From an optimization exercise on the open Yosys and OpenROAD flow, aimed at small area; shortcuts taken in it are not production practice. The RTL was checked by simulation tests, not by an equivalence proof against the original design.

==> design/flow/design.v <==
module BCD (in, dot, temp);
input wire [3:0] in;
input dot;
output reg [7:0] temp;
            always @(*) begin
                case(in)
                    4'b0000:
                    temp = 8'b00000001;
                    4'b0001:
                    temp = 8'b01001111;
                    4'b0010:
                    temp = 8'b00010010;
                    4'b0011:
                    temp = 8'b00000110;
                    4'b0100:
                    temp = 8'b01001100;
                    4'b0101:
                    temp = 8'b00100100;
                    4'b0110:
                    temp = 8'b00100000;
                    4'b0111:
                    temp = 8'b00001111;
                    4'b1000:
                    temp = 8'b00000000;
                    4'b1001:
                    temp = 8'b00000100;
                    4'b1010:
                    temp = 8'b01111110;
                    4'b1011:
                    temp = 8'b01100000;
                    4'b1100:
                    temp = 8'b00110001;
                    4'b1101:
                    temp = 8'b01000010;
                    4'b1110:
                    temp = 8'b00110000;
                    4'b1111:
                    temp = 8'b00111000;
                endcase
           if( dot ==1'b1)
           begin
           temp[7] = 1;
           end
           else if ( dot == 1'b0)
           begin
           temp[7] = 0;
           end
end  
endmodule
module Binary_Counter #(parameter n=4)(input clk, reset, en, UpDown, Inc, output [n-1:0]count);
reg [n-1:0]temp;
always @(posedge clk) begin
 if (reset == 1)
 temp <= 3'd0; 
 else if (en == 1) begin
    if((UpDown ==1)&&(Inc == 0) )
        temp <= temp-1;
    else if ((UpDown ==1)&&(Inc ==1))
             temp <= temp-2;
     else if((UpDown ==0)&&(Inc == 0))
        temp <= temp + 1;
     else
            temp <= temp + 2;
            end
end
assign count =temp;
endmodule
module calc(input clk, input rst, input [8:0]B, output reg [14:0] result, output reg dot);
reg [3:0] Digit1;
reg [3:0] Digit2;
reg [3:0] Digit3;
reg [3:0] Digit4;
reg [8:0] B_q;
reg [6:0]firstpart;
reg [6:0]secondpart;
always @ (posedge clk)
begin
if (rst == 1'b1)
begin
B_q <= 9'd0;
Digit1 <= 4'd0;
Digit2 <= 4'd0;
Digit3 <= 4'd0;
Digit4 <= 4'd0;
end
else
begin
B_q <= B;
if (B != B_q)
begin
if(B[0] == 1'b1)
begin 
if (Digit1 != 4'd9)
begin
Digit1 <= Digit1 + 4'd1;
end
else if (Digit1 == 4'd9)
begin
Digit1 <= 4'd0;
end
end
if(B[1] == 1'b1)
begin 
if (Digit2 != 4'd9)
begin
Digit2 <= Digit2 + 4'd1;
end
else if (Digit2 == 4'd9)
begin
Digit2 <= 4'd0;
end
end
if(B[2] == 1'b1)
begin 
if (Digit3 != 4'd9)
begin
Digit3 <= Digit3 + 4'd1;
end
else if (Digit3 == 4'd9)
begin
Digit3 <= 4'd0;
end
end
if(B[3] == 1'b1)
begin 
if (Digit4 != 4'd9)
begin
Digit4 <= Digit4 + 4'd1;
end
else if (Digit4 == 4'd9)
begin
Digit4 <= 4'd0;
end
end
end
end
end
always @ (*)
begin
firstpart = Digit2 + (Digit1 * 4'b1010);
secondpart = Digit4 + (Digit3 *4'b1010);
result = secondpart + (firstpart *7'b1100100);
dot = 0;
if (B_q[4] == 1'b1)
begin
result = firstpart + secondpart;
dot = 1;
end
if (B_q[5] == 1'b1)
begin
dot = 1;
if(firstpart < secondpart) begin
result = (secondpart - firstpart);
result[14] = 1'b1;
end
else
begin
result = firstpart - secondpart;
end
end
if (B_q[6] == 1'b1)
begin
dot = 1;
result = firstpart * secondpart;
end
if (B_q[7] == 1'b1)
begin
dot = 1;
if (secondpart == 7'd0)
result = 15'd0;
else
result = firstpart / secondpart;
end
if(B_q[8] == 1'b1)
begin
dot = 0;
result = secondpart + (firstpart *7'b1100100);
end
end
endmodule
module Clock_Divider #(parameter n=500000) (input clk,rst, output clk_out, output tick);
reg [31:0]count;
reg clk_ou;
assign tick = (count == n-1) && (clk_ou == 1'b0);
always @(posedge clk) begin
        if (rst == 1'b1) begin
       count <= 32'b0;
   clk_ou <= 1'b0;
end
else if (count ==n-1)begin
       count <=32'b0;
   clk_ou<=~clk_ou;
end
else
     count<=count+1;
end
assign clk_out=clk_ou;
endmodule
module Decoder(input [1:0]in, output [3:0]out);
assign out[0]= ~((~in[0]) & (~in[1]));
assign out[1]= ~((~in[1]) & (in[0]));
assign out[2]= ~(in[1] & (~ in[0]));
assign out[3]= ~(in[0] & in[1]) ;
endmodule
module MUX(input [7:0]sec1,sec2,min1,min2, input [1:0] sel , output reg [7:0] inseg );
always @(*) begin
case(sel)
2'b00:inseg=sec1;
2'b01:inseg=sec2;
2'b10:inseg=min1;
2'b11:inseg=min2;
endcase
end
endmodule
module mux_4_to_1(i,y,sel);
input [3:0]i;
input [1:0]sel;
output y;
assign y=(sel[1])?((sel[0])?i[3]:i[2]):((sel[0])?i[1]:i[0]);
endmodule
module mux4x1_7bits (i0, i1, i2, i3, y, sel);
    input  [6:0]i0, i1, i2, i3 ;
    input  [1:0] sel;
    output [6:0]y;
assign y=(sel[1])?((sel[0])? i3: i2):((sel[0])?i1 : i0);
endmodule
module Splitter (input [14:0] result, output reg[3:0] digit1,output reg[3:0]digit2,output reg[3:0]digit3,output reg[3:0]digit4);
always @ (result)
begin
if(result[14] == 1)
begin
digit4 = 4'b1010;
end
else
begin
digit4 = (result[13:0]/10'b1111101000) % 4'b1010;
end
digit1 = result[13:0] % 4'b1010;
digit2 = (result[13:0]/4'b1010) % 4'b1010;
digit3 = (result[13:0]/7'b1100100) % 4'b1010;
end
endmodule
module Display #(parameter DIV=8) (input [8:0]B,input clk,input rst,output [7:0] mux_out,output [3:0]decoder_out);
wire clk_out;
wire tick;
wire[7:0] ssd_out1,ssd_out2, ssd_out3, ssd_out4;
wire [1:0] count;
wire[14:0] w;
wire [3:0] d1;
wire [3:0] d2;
wire [3:0] d3;
wire [3:0] d4;
wire dot;
calc c (.clk(clk), .rst(rst), .B(B),.result(w), .dot(dot));
Splitter S (.result(w), .digit1(d1), .digit2(d2), .digit3(d3), .digit4(d4));
Clock_Divider #(DIV) cd(clk,rst, clk_out, tick);
BCD s1 (d4, 1'b1, ssd_out1);
BCD s3 (d3,1'b0, ssd_out2);
BCD s2 (d2,dot, ssd_out3);
BCD s4 (d1,1'b1, ssd_out4);
Binary_Counter  #(2) nc(clk, rst, tick, 1'b0, 1'b0, count );
Decoder decod (count, decoder_out);
MUX our_mux (ssd_out1, ssd_out2, ssd_out3, ssd_out4, count, mux_out);
endmodule
==> design/flow/run.sh <==
#!/bin/bash
# synth_recipe.tcl (not shown) runs the flow's synth.tcl, then flattens the netlist and writes it again
# the make line also repeats each setting of config.mk as NAME=value (left out here)
make -C /OpenROAD-flow-scripts/flow DESIGN_CONFIG=/design/flow/config.mk WORK_HOME=/design/flow/orfs CLKGATE_MAP_FILE= SYNTH_SCRIPT=/design/flow/synth_recipe.tcl finish
==> design/flow/config.mk <==
export PLATFORM = sky130hd
export DESIGN_NAME = Display
export DESIGN_NICKNAME = Display
export VERILOG_FILES = /design/flow/design.v
export SDC_FILE = /design/flow/constraint.sdc
export NUM_CORES = 4
export LEC_CHECK = 0
export CAP_MARGIN = 20
export CORE_MARGIN = 2
export CORE_UTILIZATION = 40
export SLEW_MARGIN = 20
==> design/flow/constraint.sdc <==
create_clock -name core_clock -period 50.0 [get_ports {clk}]
set_input_delay 10.0000 -clock core_clock [delete_from_list [all_inputs] [get_ports {clk}]]
set_output_delay 10.0000 -clock core_clock [all_outputs]
set_load 0.01 [all_outputs]
==> impl_summary.txt <==
----------------------------------------------------
[Timing]
  Portion of the clock cycle consumed by the worst path in the final layout ... 93.7%
  Worst clock skew ... 0.00534 ns
  Unrepaired setup endpoints after global routing ... no
  Worst Max-Slew Pin Slew ... 1.08 ns
  Final min period ... 46.86 ns
  Setup violations, final ... 0
  Final-layout setup total negative slack ... 0 ns
  Number of hold violations in the final report ... 0
  Highest clock frequency the design can meet ... 0.0213 GHz
  Slew HR ... 25.9%
  Final Max Tran Viols ... 0

[Global route]
  Pin count of the biggest net entering global routing ... 33
  Global-route usage over all layers ... 23.6%
  First-pass GRT wire length ... 91000 um
  Antenna violations before repair ... 0
  Via count of the first global-routing pass ... 17500
  Overflow left after global routing ... 0

[Run status]
  Result of the run ... no timing/DRC/antenna violations

[Worst setup path]
  Critical setup path kind ... flip-flop to output port
  Most used cell along the critical path ... o21a_1
  Biggest fanout along the worst timing path ... 17
  Category of the worst setup path launch point ... flip-flop
  Critical Path Sink Type ... output port
  Standard cell with the maximum stage delay on the critical path ... or4_1
  Critical Path Max Stage Delay ... 0.62 ns
  Crit path arrival time ... 36.86 ns
  Required time reported for the critical path endpoint ... 40.00 ns
  Critical path origin ... c.Digit1[1]$_SDFFE_PP0P_
  Startpoint of the worst-slack reg-to-reg timing path ... cd.count[8]$_SDFF_PP0_

[Place]
  Count of buffers inserted at the top-level ports ... 22
  Routability congestion estimate from global placement ... 0.931
  Area of placed instances ... 18500 um2
  Placed Instances ... 2987
  Placed wire-length estimate ... 44400 um

[Clock network]
  Number of buffers inserted by post-CTS setup repair ... 0
  Clock Root Buffer ... clkbuf_16
  Clock insertion delay at the later pin of the skew report ... 0.34 ns
  Number of buffers added by the clock tree synthesis step ... 9
  Clock transition time at the flip-flop clock pins of the worst setup and hold paths ... 0.05 ns
  Gates resized, CTS repair ... 0
  CTS Hold Buffers Added ... 0
  Maximum root-to-sink buffer count ... 2
  # H-tree levels ... 3
  TritonCTS clock tree ... built
  Sinks on the clock net ... 60

[Logic synthesis]
  Post-synthesis instance area ... 17800 um2
  Top cell type by total area after synthesis ... ha_1
  Syn Nets ... 2726
  Yosys warnings ... 6
  Synthesized area divided by synthesized cell count ... 7.27 um2
  Sequential area share after synthesis ... 6.75%
  Flip-flop and latch count after synthesis ... 60
  Synth async-reset ratio ... 0%
  Number of flops mapped to enable cells by yosys ... 0
  Area contributors post-synth ... ha_1 (16%), dfxtp_1 (6.7%), nor2_1 (5.0%)
  Dominant synthesized flop cell ... dfxtp_1
  Area fraction of the dominant cell type after synthesis ... 16.4%
  Count of different cell masters after synthesis ... 128
  Cell count after synthesis ... 2448

[Drt]
  Number of search-and-repair iterations in the first detailed-routing pass ... 6
  Max Used Layer ... met4
  Routed wl met3 ... 2580 um
  Routed vias/inst ... 6.19
  Total vias in the final route ... 18600
  DRC Markers ... 0
  Total wire length after detailed routing ... 56200 um
  Drt initial violations ... 1666
  Wire length on met2 ... 26200 um
  Routed len/inst ... 18.7 um
  Detailed-route wire length on metal 1 ... 25800 um
  Antenna-violating nets left ... 0

[Job]
  Count of max-cap constraint violations ... 0

[Floorplanning]
  Standard-cell rows ... 77
  Chip Height ... 215 um
  Die X-Extent ... 215 um
  Area of the placeable core ... 44000 um2
  Area enclosed by the die boundary ... 46200 um2
  Initial Util ... 40.4%
  Count of pins on the block boundary ... 23

[Layout]
  Fraction of layout cells with a size suffix above 1 ... 6.89%
  Growth of design area from synthesis to finish ... 5.58%
  Post-layout net count ... 2684
  Final instance area ... 18800 um2
  Filler instances ... 4550
  Antenna Cells ... 0
  Non-filler instance count after layout ... 3003
  Most frequent cells in the layout ... nor2_1 (235), ha_1 (233), nand2_1 (198)
  Most common cell after layout, fill and taps aside ... nor2_1

[Min path]
  Path class of the lowest-slack min-delay path ... flip-flop to flip-flop
  Hold wc startpoint ... cd.count[0]$_SDFF_PP0_

----------------------------------------------------
-- layer usage --
| metal | track usage [%] | up-vias |
|---|---|---|
| li1 | - | 9085 |
| met1 | 31.6 | 8899 |
| met2 | 40.1 | 538 |
| met3 | 1.67 | 79 |
| met4 | 7.87 | 0 |
| met5 | 0 | - |
-- cell type report --
cell class / instances / area, um2 / area share [%]
Inverter: 138 / 518 / 2.76
Clock inverter: 4 / 26.3 / 0.140
Tap cell: 592 / 741 / 3.94
Clock buffer: 12 / 236 / 1.26
Multi-Input combinational cell: 2146 / 15600 / 83.2
Sequential cell: 60 / 1200 / 6.39
Timing Repair Buffer: 51 / 438 / 2.33
-- path summary, 6_finish.rpt --
check | endpoint | slack, ns | cells after the start
worst max register to register | cd.count[31]$_SDFF_PP0_ | 47.39 | 12
worst max-delay path | mux_out[3] | 3.14 | 148
worst min register to register | cd.count[0]$_SDFF_PP0_ | 0.45 | 1
worst min-delay path | cd.count[0]$_SDFF_PP0_ | 0.45 | 1
-- logic make-up (layout without fill, tap and decap cells) --
group | Yosys count | after routing | share of synthesized area (%)
AO/OA/AOI/OAI | 772 | 772 | 31.0
adder cells (fa/ha/maj) | 272 | 272 | 20.5
XOR/XNOR | 125 | 125 | 6.32
buffers and inverters | 242 | 205 | 5.51
flip-flops | 60 | 60 | 6.75
multiplexers | 75 | 75 | 4.63
AND/OR/NAND/NOR | 902 | 902 | 25.4
-- sequential cells by signal, summed over array words and instances (netlist names) --
signal     flops
c.Digit3       4
cd.clk_ou      1
c.Digit1       4
nc.temp        2
c.Digit2       4
c.Digit4       4
c.B_q          9
cd.count      32
-- synthesized netlist by cell type (9+ instances only) --
| master | number |
|---|---|
| or3_1 | 18 |
| nand2_1 | 198 |
| and3_1 | 25 |
| nor3b_1 | 9 |
| nor4_1 | 32 |
| a22oi_1 | 10 |
| dfxtp_1 | 60 |
| a31oi_1 | 38 |
| inv_1 | 131 |
| nor2b_1 | 36 |
| o21a_1 | 52 |
| ha_1 | 233 |
| xor2_1 | 57 |
| mux2_2 | 30 |
| nand4_1 | 30 |
| xnor2_1 | 65 |
| a32oi_1 | 11 |
| and2_1 | 27 |
| o31ai_1 | 35 |
| a211o_1 | 12 |
| nand2b_1 | 31 |
| mux2i_1 | 41 |
| a21oi_1 | 143 |
| o31a_1 | 9 |
| o21ai_0 | 130 |
| nor2_1 | 235 |
| or2_2 | 17 |
| a21o_1 | 41 |
| nor3_1 | 105 |
| nand3_1 | 82 |
| fa_1 | 34 |
| a211oi_1 | 39 |
| a21boi_0 | 11 |
| clkbuf_1 | 61 |
| o22ai_1 | 16 |
| buf_2 | 27 |
| o21ai_1 | 19 |
| a221oi_1 | 13 |
| o211ai_1 | 33 |
| nand3b_1 | 9 |
-- critical path, delay by kind of cell, from the launching register on --
kind	cells	cell delay, ns
buffers and inverters	6	1.43
and+or+nand+nor	44	11.46
DFF	1	0.47
muxes	4	1.50
AOI/OAI and AO/OA	75	15.76
adders and majority gates	19	5.82
-- stage by stage --
step	hold WS, ns	util, %	setup slack [ns]
after CTS	0.457	42.7	3.73
after global placement	0.428	42.1	5.49
final	0.454	42.7	3.14
after detailed placement	0.447	42.1	4.29
after global routing	0.486	42.7	0.199
after floorplan	0.418	-	8.34

==> afterwards: timing with drivers on the ports <==
Ports are ideal in the flow. The routed layout listed here was re-timed in OpenROAD. Step 1: set_driving_cell puts a clkbuf_16 on clk and a buf_2 on each other input, an assumption about the parent block. Step 2 moves the port delays by t, midway between the first and last clock arrival at a register: inputs arrive t later, outputs are due t later. That takes back most of the time a late clock gives input paths. a / b / c = ideal / step 1 / step 2; a / b = the first two.
shift t [ns]: 0.381
slack for setup (ns): 3.144 / 3.102 / 3.483
worst setup path at the end: register to output
clock arrival spread, ns: 0.009 / 0.009
worst slew at a driven data input, ns: 0.04
After both steps setup and hold are still met in this run. For this run, drivers alone change the setup slack by -0.042 ns; drivers and shift together by +0.339 ns.
